This is an optimization exercise on Yosys and OpenROAD, whose aim is small area, not a production implementation.
The RTL was checked by simulation tests, not by an equivalence proof against the original design.
Power and IR drop assume default switching activity.

Design uart_copro_top, start of the top module:
module uart_copro_top(
    input  clk,
    input  reset,
    input  rx,
    output tx,
    input  [1:0] mode
);
    localparam [1:0] IDLE = 2'd0, START = 2'd1, DATA = 2'd2, STOP = 2'd3;
    wire tick, bc1;
    baud_rate_generator BAUD (.clk(clk), .reset(reset), .tick(tick), .bc1(bc1));
    reg [5:0] ph;
    always @(posedge clk) ph <= ph + 6'd1;
    wire ph63 = &ph;
    reg [7:0] q;
    reg [3:0] cc;        
    reg       rxb;       
    wire qidle      = ~q[7] & ~q[6];
    wire rsample    = tick & (&q[3:0]) & (q[7] ? ~&q[6:4] : q[4]);
    wire data_ready = tick & (&q);
    wire [5:0] welem = {~cc, q[6:5]};    
    wire rwr = q[7] & (ph == welem);
    always @(posedge clk) begin
        if (reset) q <= 8'd0;
        else if (qidle) begin if (~rx) q <= 8'd104; end
        else if (tick) q <= q + 8'd1;
        if (rsample) rxb <= rx;
        if (reset) cc <= 4'd0;
        else if (data_ready) cc <= cc + 4'd1;
    end
    reg [1:0] sq;
    wire trig  = (sq == 2'd1) & bc1;
    wire cpend = (sq == 2'd3);
    wire act   = (sq == 2'd2);
    wire compl = data_ready & (&cc);
    always @(posedge clk) begin
        sq[0] <= ~reset & ((~sq[1] & (sq[0] | compl)) | (sq[1] & sq[0] & ~ph63));
        sq[1] <= ~reset & ((sq[0] & (sq[1] | bc1)) | (sq[1] & ~sq[0] & ~ph63));
    end
    reg [63:0] A0, A1, B0, B1, C0, C1;
    reg [3:0]  X0, X1;
    reg cy, fv1;
    reg [1:0] mL;
    wire a0 = A0[0], a1 = A1[0];
    wire b0 = B0[0] & fv1, b1 = B1[0] & fv1;
    wire c0 = C0[0] & fv1, c1 = C1[0] & fv1;
    wire s0 = a0 ^ b0 ^ cy;
    wire k0 = (a0 & b0) | (cy & (a0 ^ b0));
    wire s1 = a1 ^ b1 ^ k0;
    wire k1 = (a1 & b1) | (k0 & (a1 ^ b1));
    wire r0 = mL[0] ? a0 : mL[1] ? c0 : s0;
    wire r1 = mL[0] ? a1 : mL[1] ? c1 : s1;
    wire slot0 = (ph[5:2] == 4'd0);
    wire wra = act & ~slot0;     
    wire wrx = act & slot0;      
    always @(posedge clk) begin
        A0 <= {(rwr & ~q[4]) ? rxb : A0[0], A0[63:61], wra ? r0 : A0[60], A0[59:1]};
        A1 <= {(rwr &  q[4]) ? rxb : A1[0], A1[63:61], wra ? r1 : A1[60], A1[59:1]};
        X0 <= {wrx ? r0 : X0[0], X0[3:1]};
        X1 <= {wrx ? r1 : X1[0], X1[3:1]};
        B0 <= {act ? A0[0] : B0[0], B0[63:1]};
        B1 <= {act ? A1[0] : B1[0], B1[63:1]};
        C0 <= {act ? b0 : C0[0], C0[63:1]};
  ...
Settings: LEC_CHECK=0, CAP_MARGIN=20, CORE_MARGIN=2, CORE_UTILIZATION=65, CTS_BUF_LIST=sky130_fd_sc_hd__clkbuf_8, CTS_CLUSTER_DIAMETER=90, CTS_CLUSTER_SIZE=19, SLEW_MARGIN=20; clock period 10.0 ns.
standard.sh (not shown) runs the stock make flow with config.mk's settings and CLKGATE_MAP_FILE= SYNTH_SCRIPT=/design/flow/synth_recipe.tcl, a recipe that flattens the netlist after the stock synthesis.
==> flow/flow/run.sh <==
#!/bin/bash
# Standard layout, except that synthesis maps the logic with an area-oriented
# ABC script (flow/area.abc) instead of ORFS's speed script.  Everything else
# in synthesis is the standard flow's own script (synth_recipe.tcl), so the registers are
# the standard synthesis's.  The ports are buffered as in the standard flow,
# with the smallest buffer cell.
set -euo pipefail
HERE=$(pwd)
{
  cat <<TCL
proc abc {args} {
  set i [lsearch -exact \$args -script]
  if {\$i >= 0} { lset args [expr {\$i + 1}] $HERE/flow/area.abc }
  yosys abc {*}\$args
}
TCL
  cat synth_recipe.tcl
} > area_synth.tcl
bash standard.sh SYNTH_SCRIPT=$HERE/area_synth.tcl "BUFFER_PORTS_ARGS=-buffer_cell sky130_fd_sc_hd__buf_1" finish > standard.log 2>&1
==> flow/flow/area.abc <==
strash
ifraig
scorr
dc2
strash
dch -f
amap -m
The first run produced a clean layout.
Edit:
==> flow/run.sh (new file) <==
#!/bin/bash
# synth_recipe.tcl (not shown) runs the flow's synth.tcl, then flattens the netlist and writes it again
# the make line also repeats each setting of config.mk as NAME=value (left out here)
make -C /OpenROAD-flow-scripts/flow DESIGN_CONFIG=/design/flow/config.mk WORK_HOME=/design/flow/orfs CLKGATE_MAP_FILE= SYNTH_SCRIPT=/design/flow/synth_recipe.tcl finish
CTS_CLUSTER_DIAMETER = 60   (was 90)
CTS_CLUSTER_SIZE = 16   (was 19)
removed: flow/flow/run.sh
removed: flow/flow/area.abc
removed: flow/standard.sh
Result: The changed run produced a clean layout; total power rose by about 1.1%; final cell count falls by 2.7%; final area is higher by 2.1%.
Edit:
==> flow/flow/run.sh (new file) <==
#!/bin/bash
# Standard layout, except that synthesis maps the logic with an area-oriented
# ABC script (flow/area.abc) instead of ORFS's speed script.  Everything else
# in synthesis is the standard flow's own script (synth_recipe.tcl), so the registers are
# the standard synthesis's.  The ports are buffered as in the standard flow,
# with the smallest buffer cell.
set -euo pipefail
HERE=$(pwd)
{
  cat <<TCL
proc abc {args} {
  set i [lsearch -exact \$args -script]
  if {\$i >= 0} { lset args [expr {\$i + 1}] $HERE/flow/area.abc }
  yosys abc {*}\$args
}
TCL
  cat synth_recipe.tcl
} > area_synth.tcl
bash standard.sh SYNTH_SCRIPT=$HERE/area_synth.tcl "BUFFER_PORTS_ARGS=-buffer_cell sky130_fd_sc_hd__buf_1" finish > standard.log 2>&1
==> flow/flow/area.abc (new file) <==
strash
ifraig
scorr
dc2
strash
dch -f
amap -m
==> flow/standard.sh (new file) <==
#!/bin/bash
# synth_recipe.tcl (not shown) runs the flow's synth.tcl, then flattens the netlist and writes it again
# the make line also repeats each setting of config.mk as NAME=value (left out here)
make -C /OpenROAD-flow-scripts/flow DESIGN_CONFIG=/design/flow/config.mk WORK_HOME=/design/flow/orfs CLKGATE_MAP_FILE= SYNTH_SCRIPT=/design/flow/synth_recipe.tcl "${@:-finish}"
CTS_CLUSTER_SIZE = 20   (was 16)
removed: flow/run.sh
What happened: Clock power came out lower by about 2%. Wire length goes up by 3.6%. Power hardly moves.
Edit:
CORE_UTILIZATION = 75   (was 65)
CTS_CLUSTER_SIZE = 19   (was 20)
After rerunning: Non-clock buffer count stays the same. Global-route usage came out higher by 7.0 points. Maximum frequency came out lower by 0.87%. Sequential share of layout area came out higher by 0.46 points. Worst setup slack got worse by 0.038 ns. First-iteration DRC count came out higher by 67%. Utilization came out higher by 10 points. Register-to-register slack got worse by 0.17 ns. Power came out lower by 0.37%. Cell count came out lower by 3.6%.

## afterwards: timing with drivers on the ports
The flow's constraints put no driver on any port. The routed layouts listed below were extracted and timed again, unchanged, in two steps. Step 1: set_driving_cell puts a clkbuf_16 on clk and a buf_2 on each other input, an assumption about the parent block. Step 2 moves the port delays by t, midway between the first and last clock arrival at a register: inputs arrive t later, outputs are due t later. That takes back most of the time a late clock gives input paths. a / b / c = ideal / step 1 / step 2; a / b = the first two.
run	shift t [ns]	slack for setup (ns)	hold slack, ns	slew at the worst register clock pin (ns)	cell pins on the clock port's net
the first run	0.599	5.706 / 5.670 / 6.269	0.329 / 0.329 / 0.329	0.11 / 0.11	1
the second run	0.613	5.349 / 5.310 / 5.923	0.306 / 0.306 / 0.306	0.10 / 0.10	1
the third run	0.592	5.711 / 5.677 / 6.269	0.315 / 0.315 / 0.315	0.12 / 0.12	1
the fourth run	0.608	5.674 / 5.643 / 6.251	0.321 / 0.321 / 0.321	0.11 / 0.11	1
After both steps every run listed still meets setup and hold.
